Source: an optimization exercise on an open RTL-to-GDS flow (aim: small area). Production flows keep margins and buffers that such runs may drop.
In this exercise RTL edits were held to simulation tests only and were not proved equivalent to the original.
Power is estimated from default activity; no workload was simulated. The flow treats the clock pin as an ideal source, which a real chip does not have.

## rev 12
// busmux
module busmux #(
    parameter DATAW = 32
) (
    input  wire               i_clk,
    input  wire               i_rst,
    input  wire               i_stb,
    input  wire               i_we,
    input  wire [7:0]         i_addr,
    input  wire [(DATAW-1):0] i_data,
    output wire               o_ack,
    output wire [(DATAW-1):0] o_data,
    output wire               o_xor
);
Size in the first run: about 1,500 cells after synthesis, ~540 flip-flops, roughly 78 I/O pins, about 18,000 um2 of cells after synthesis.
clock: 6.0 ns
lec_check: 0
cap_margin: 20
core_margin: 2
core_utilization: 40
cts_cluster_diameter: 150
cts_cluster_size: 30
place_density: 0.6
slew_margin: 20
synth_hierarchical: 1
standard.sh (not shown) runs the stock make flow with config.mk's settings and CLKGATE_MAP_FILE= SYNTH_SCRIPT=/design/flow/synth_recipe.tcl, a recipe that flattens the netlist after the stock synthesis.
==> flow/flow/run.sh <==
#!/bin/bash
set -euo pipefail
export BUFFER_PORTS_ARGS="-buffer_cell sky130_fd_sc_hd__buf_1"
bash standard.sh finish > orfs_make.log 2>&1
### rev 12 -> rev 13
Settings: PLACE_DENSITY: 0.6 -> unset; CORE_UTILIZATION: 40 -> 55.
### Flow results
- Every run (rev 12 and rev 13) finished clean.
- Fraction of standard cell area in multi-input logic: rev 13 higher than rev 12
- The end point of the critical path comes out par[9] in one run and r_data[11] in the other, namely in rev 12 and rev 13 respectively.
- The maximum frequency of rev 13 exceeds that of rev 12 by 0.014 GHz.
- Diff rev 12 -> rev 13: proportion of power drawn by combinational gates was more or less identical; first-pass GRT wire length went up by about 0.6%.
- A critical path start-end classification of in2reg is what rev 13 shows, while reg2reg belongs to rev 12.

---

Starting RTL as in the previous note.
==> flow/design.v (excerpt) <==
module busmux #(
    parameter DATAW = 32
) (
    input  wire               i_clk,
    input  wire               i_rst,
    input  wire               i_stb,
    input  wire               i_we,
    input  wire [7:0]         i_addr,
    input  wire [(DATAW-1):0] i_data,
    output wire               o_ack,
    output wire [(DATAW-1):0] o_data,
    output wire               o_xor
);
    localparam NREG = 14;
    function automatic [(NREG-1):0] wsel(input [1:0] g, input [2:0] s);
        begin
            wsel[0]  = (g == 2'd0) && !s[0];
            wsel[1]  = (g == 2'd0) &&  s[0];
            wsel[2]  = (g == 2'd1) && (s[1:0] == 2'd0);
            wsel[3]  = (g == 2'd1) && (s[1:0] == 2'd1);
            wsel[4]  = (g == 2'd1) && (s[1:0] == 2'd2);
            wsel[5]  = (g == 2'd2) && (s[1:0] == 2'd0);
            wsel[6]  = (g == 2'd2) && (s[1:0] == 2'd1);
            wsel[7]  = (g == 2'd2) && (s[1:0] == 2'd2);
            wsel[8]  = (g == 2'd2) && (s[1:0] == 2'd3);
            wsel[9]  = (g == 2'd3) && (s == 3'd0);
            wsel[10] = (g == 2'd3) && (s == 3'd1);
            wsel[11] = (g == 2'd3) && (s == 3'd2);
            wsel[12] = (g == 2'd3) && (s == 3'd3);
  ...
clock: 6.0 ns
lec_check: 0
cap_margin: 20
core_margin: 2
core_utilization: 40
cts_cluster_diameter: 150
cts_cluster_size: 30
place_density: 0.9
slew_margin: 20
synth_hierarchical: 1
Scripts as last shown in full above: flow/flow/run.sh
The baseline ran to the end with no violations.
==> next run, changes <==
--- a/flow/config.mk
+++ b/flow/config.mk
@@ -6,10 +6,9 @@
 export NUM_CORES = 4
 export LEC_CHECK = 0
-export CAP_MARGIN = 20
+export CAP_MARGIN = 0
 export CORE_MARGIN = 2
 export CORE_UTILIZATION = 40
 export CTS_CLUSTER_DIAMETER = 150
 export CTS_CLUSTER_SIZE = 30
-export PLACE_DENSITY = 0.9
-export SLEW_MARGIN = 20
+export SLEW_MARGIN = 0
 export SYNTH_HIERARCHICAL = 1
What happened: The changed run finished clean; cell count is about the same; design area stays flat; sequential power barely changes; utilization is higher by 0.12 points; hold slack degrades by 3.7 ps; power barely changes; count of clock-buffer cells in the layout does not change.
==> next run, changes <==
--- a/flow/config.mk
+++ b/flow/config.mk
@@ -6,9 +6,9 @@
 export NUM_CORES = 4
 export LEC_CHECK = 0
-export CAP_MARGIN = 0
+export CAP_MARGIN = 20
 export CORE_MARGIN = 2
 export CORE_UTILIZATION = 40
 export CTS_CLUSTER_DIAMETER = 150
 export CTS_CLUSTER_SIZE = 30
-export SLEW_MARGIN = 0
+export SLEW_MARGIN = 20
 export SYNTH_HIERARCHICAL = 1
After rerunning:
- area after synthesis does not change
- clock skew is about the same
- non-clock buffer count is unchanged
==> next run, changes <==
--- a/flow/config.mk
+++ b/flow/config.mk
@@ -11,4 +11,5 @@
 export CTS_CLUSTER_DIAMETER = 150
 export CTS_CLUSTER_SIZE = 30
+export PLACE_DENSITY = 0.75
 export SLEW_MARGIN = 20
 export SYNTH_HIERARCHICAL = 1
After rerunning: Power is about the same; non-clock buffer count is higher by 4; synthesized area is unchanged; first-iteration DRC count went up by 32%; cell area barely changes; cell count is about the same; critical path depth came out higher by 1; setup slack gets better by 440 ps.

---

busmux again, from the RTL that the note above started with.
clock: 6.0 ns
lec_check: 0
cap_margin: 20
core_margin: 2
core_utilization: 40
cts_cluster_diameter: 150
cts_cluster_size: 30
gpl_routability_driven: 0
gpl_timing_driven: 0
slew_margin: 20
synth_hierarchical: 1
Scripts as last shown in full above: flow/flow/run.sh
Then changed:
- CTS_CLUSTER_SIZE: 30 -> 32
- GPL_ROUTABILITY_DRIVEN: 0 -> not set
- GPL_TIMING_DRIVEN: 0 -> not set
Maximum frequency fell by about 11%.
Global-route usage is about the same.
Sequential cell count does not change.
Cell area fell by 3.9%.
Non-clock buffer count fell by 80.
Worst hold slack gets worse by 0.0057 ns.
Count of clock-buffer cells in the layout fell by 1.
Worst setup slack gets worse by 0.41 ns.
Routed wire length rose by about 2.6%.

---

Setup of try-delta:
busmux, a different RTL version from the one above (not shown whole).
For scale: roughly 540 flip-flops, roughly 78 I/O pins, about 19000 sq um of cells after synthesis.
export LEC_CHECK = 0
export CAP_MARGIN = 20
export CORE_MARGIN = 2
export CORE_UTILIZATION = 40
export CTS_CLUSTER_DIAMETER = 150
export CTS_CLUSTER_SIZE = 30
export SLEW_MARGIN = 20
export SYNTH_HIERARCHICAL = 1
create_clock -name core_clock -period 6.0 [get_ports {i_clk}]
==> flow/flow/run.sh <==
#!/bin/bash
set -euo pipefail
export BUFFER_PORTS_ARGS="-buffer_cell sky130_fd_sc_hd__buf_1"
export RECOVER_POWER=100
bash standard.sh finish > orfs_make.log 2>&1
The layout from try-delta, despite a flow that completed every stage, fails the layout checks, with the failing checks listed as capacitance limit, slew limit.
### try-delta -> try-tundra
- CORE_UTILIZATION: 40 -> 65
==> flow/run.sh (new file) <==
#!/bin/bash
# synth_recipe.tcl (not shown) runs the flow's synth.tcl, then flattens the netlist and writes it again
# the make line also repeats each setting of config.mk as NAME=value (left out here)
make -C /OpenROAD-flow-scripts/flow DESIGN_CONFIG=/design/flow/config.mk WORK_HOME=/design/flow/orfs CLKGATE_MAP_FILE= SYNTH_SCRIPT=/design/flow/synth_recipe.tcl finish
removed: flow/flow/run.sh
removed: flow/standard.sh
Results
- try-tundra did not stop at any stage, and its layout met the timing, design-rule and antenna checks.
- Part of the power in the clock network, try-delta and try-tundra: higher on try-delta
- From try-delta to try-tundra, number of distinct library cells after synthesis did not move at all.
- Looking at cell count after placement across try-delta and try-tundra, the one that comes out higher is try-delta.
- Compared with try-delta, try-tundra shows die area lower by 38%.
> inputs changed (try-tundra -> try-ember)
- swapping 65 for 40 in CORE_UTILIZATION
Looking at routability congestion estimate across try-tundra and try-ember, the one that comes out lower is try-ember. try-ember leaves more setup margin than try-tundra. The area overhead of the layout relative to synthesis of try-ember exceeds that of try-tundra by 1.4 points. When try-ember is set beside try-tundra, its HPWL reported at the end of detailed placement turns out to be 4.5% larger.
> inputs changed (try-ember -> try-quartz)
- CTS_CLUSTER_SIZE now 34, was 30
- CTS_CLUSTER_DIAMETER now 120, was 150
==> flow/flow/run.sh (new file) <==
#!/bin/bash
set -euo pipefail
export BUFFER_PORTS_ARGS="-buffer_cell sky130_fd_sc_hd__buf_1"
bash standard.sh finish > orfs_make.log 2>&1
==> flow/standard.sh (new file) <==
#!/bin/bash
# synth_recipe.tcl (not shown) runs the flow's synth.tcl, then flattens the netlist and writes it again
# the make line also repeats each setting of config.mk as NAME=value (left out here)
make -C /OpenROAD-flow-scripts/flow DESIGN_CONFIG=/design/flow/config.mk WORK_HOME=/design/flow/orfs CLKGATE_MAP_FILE= SYNTH_SCRIPT=/design/flow/synth_recipe.tcl "${@:-finish}"
removed: flow/run.sh
==> summary.txt <==
Delta(signal arrival time at the worst endpoint, try-quartz - try-ember) < 0
First-pass GRT wire length grows slightly when moving from try-ember to try-quartz.
Changes observed in try-quartz relative to try-ember: power in the clock group has decreased; final instance area has decreased.

## port drivers added, routing unchanged
Ports are ideal in the flow. The routed layouts listed here were re-timed in OpenROAD.
Step 1 (the two cells are an assumption about what drives the block):
set clk [get_ports {i_clk}]
set_driving_cell -lib_cell sky130_fd_sc_hd__clkbuf_16 $clk
set_driving_cell -lib_cell sky130_fd_sc_hd__buf_2 [delete_from_list [all_inputs] $clk]
Step 2 moves the port delays by t, midway between the first and last clock arrival at a register: inputs arrive t later, outputs are due t later. That takes back most of the time a late clock gives input paths.
Three values: ideal, step 1, step 2; two values: the first two.
run | t, ns | setup WS [ns] | latest minus earliest clock arrival (ns) | worst data-port slew with drivers (ns) | cell pins on the clock port's net
rev 12 | 0.612 | 2.485 / 2.485 / 2.215 | 0.014 / 0.014 | 0.04 | 1
rev 13 | 0.603 | 2.655 / 2.683 / 2.080 | 0.015 / 0.015 | 0.04 | 1
the first run of note 2 | 0.604 | 2.849 / 2.868 / 2.264 | 0.017 / 0.016 | 0.09 | 1
the second run of note 2 | 0.614 | 2.256 / 2.256 / 2.185 | 0.015 / 0.014 | 0.04 | 1
the third run of note 2 | 0.612 | 2.485 / 2.485 / 2.215 | 0.014 / 0.014 | 0.04 | 1
the fourth run of note 2 | 0.612 | 2.928 / 2.919 / 2.415 | 0.026 / 0.026 | 0.04 | 1
the first run of note 3 | 0.617 | 2.831 / 2.848 / 2.232 | 0.018 / 0.017 | 0.05 | 1
the second run of note 3 | 0.608 | 2.426 / 2.426 / 2.210 | 0.014 / 0.014 | 0.04 | 1
try-delta | 0.603 | 1.412 / 1.439 / 0.836 | 0.016 / 0.016 | 0.04 | 1
try-tundra | 0.597 | 2.390 / 2.419 / 1.822 | 0.019 / 0.018 | 0.04 | 1
try-ember | 0.615 | 2.400 / 2.426 / 1.810 | 0.015 / 0.015 | 0.04 | 1
try-quartz | 0.609 | 2.834 / 2.871 / 2.262 | 0.024 / 0.023 | 0.04 | 1
For the first run of note 3, which loses most, drivers alone change the setup slack by +0.017 ns; drivers and shift together by -0.599 ns.
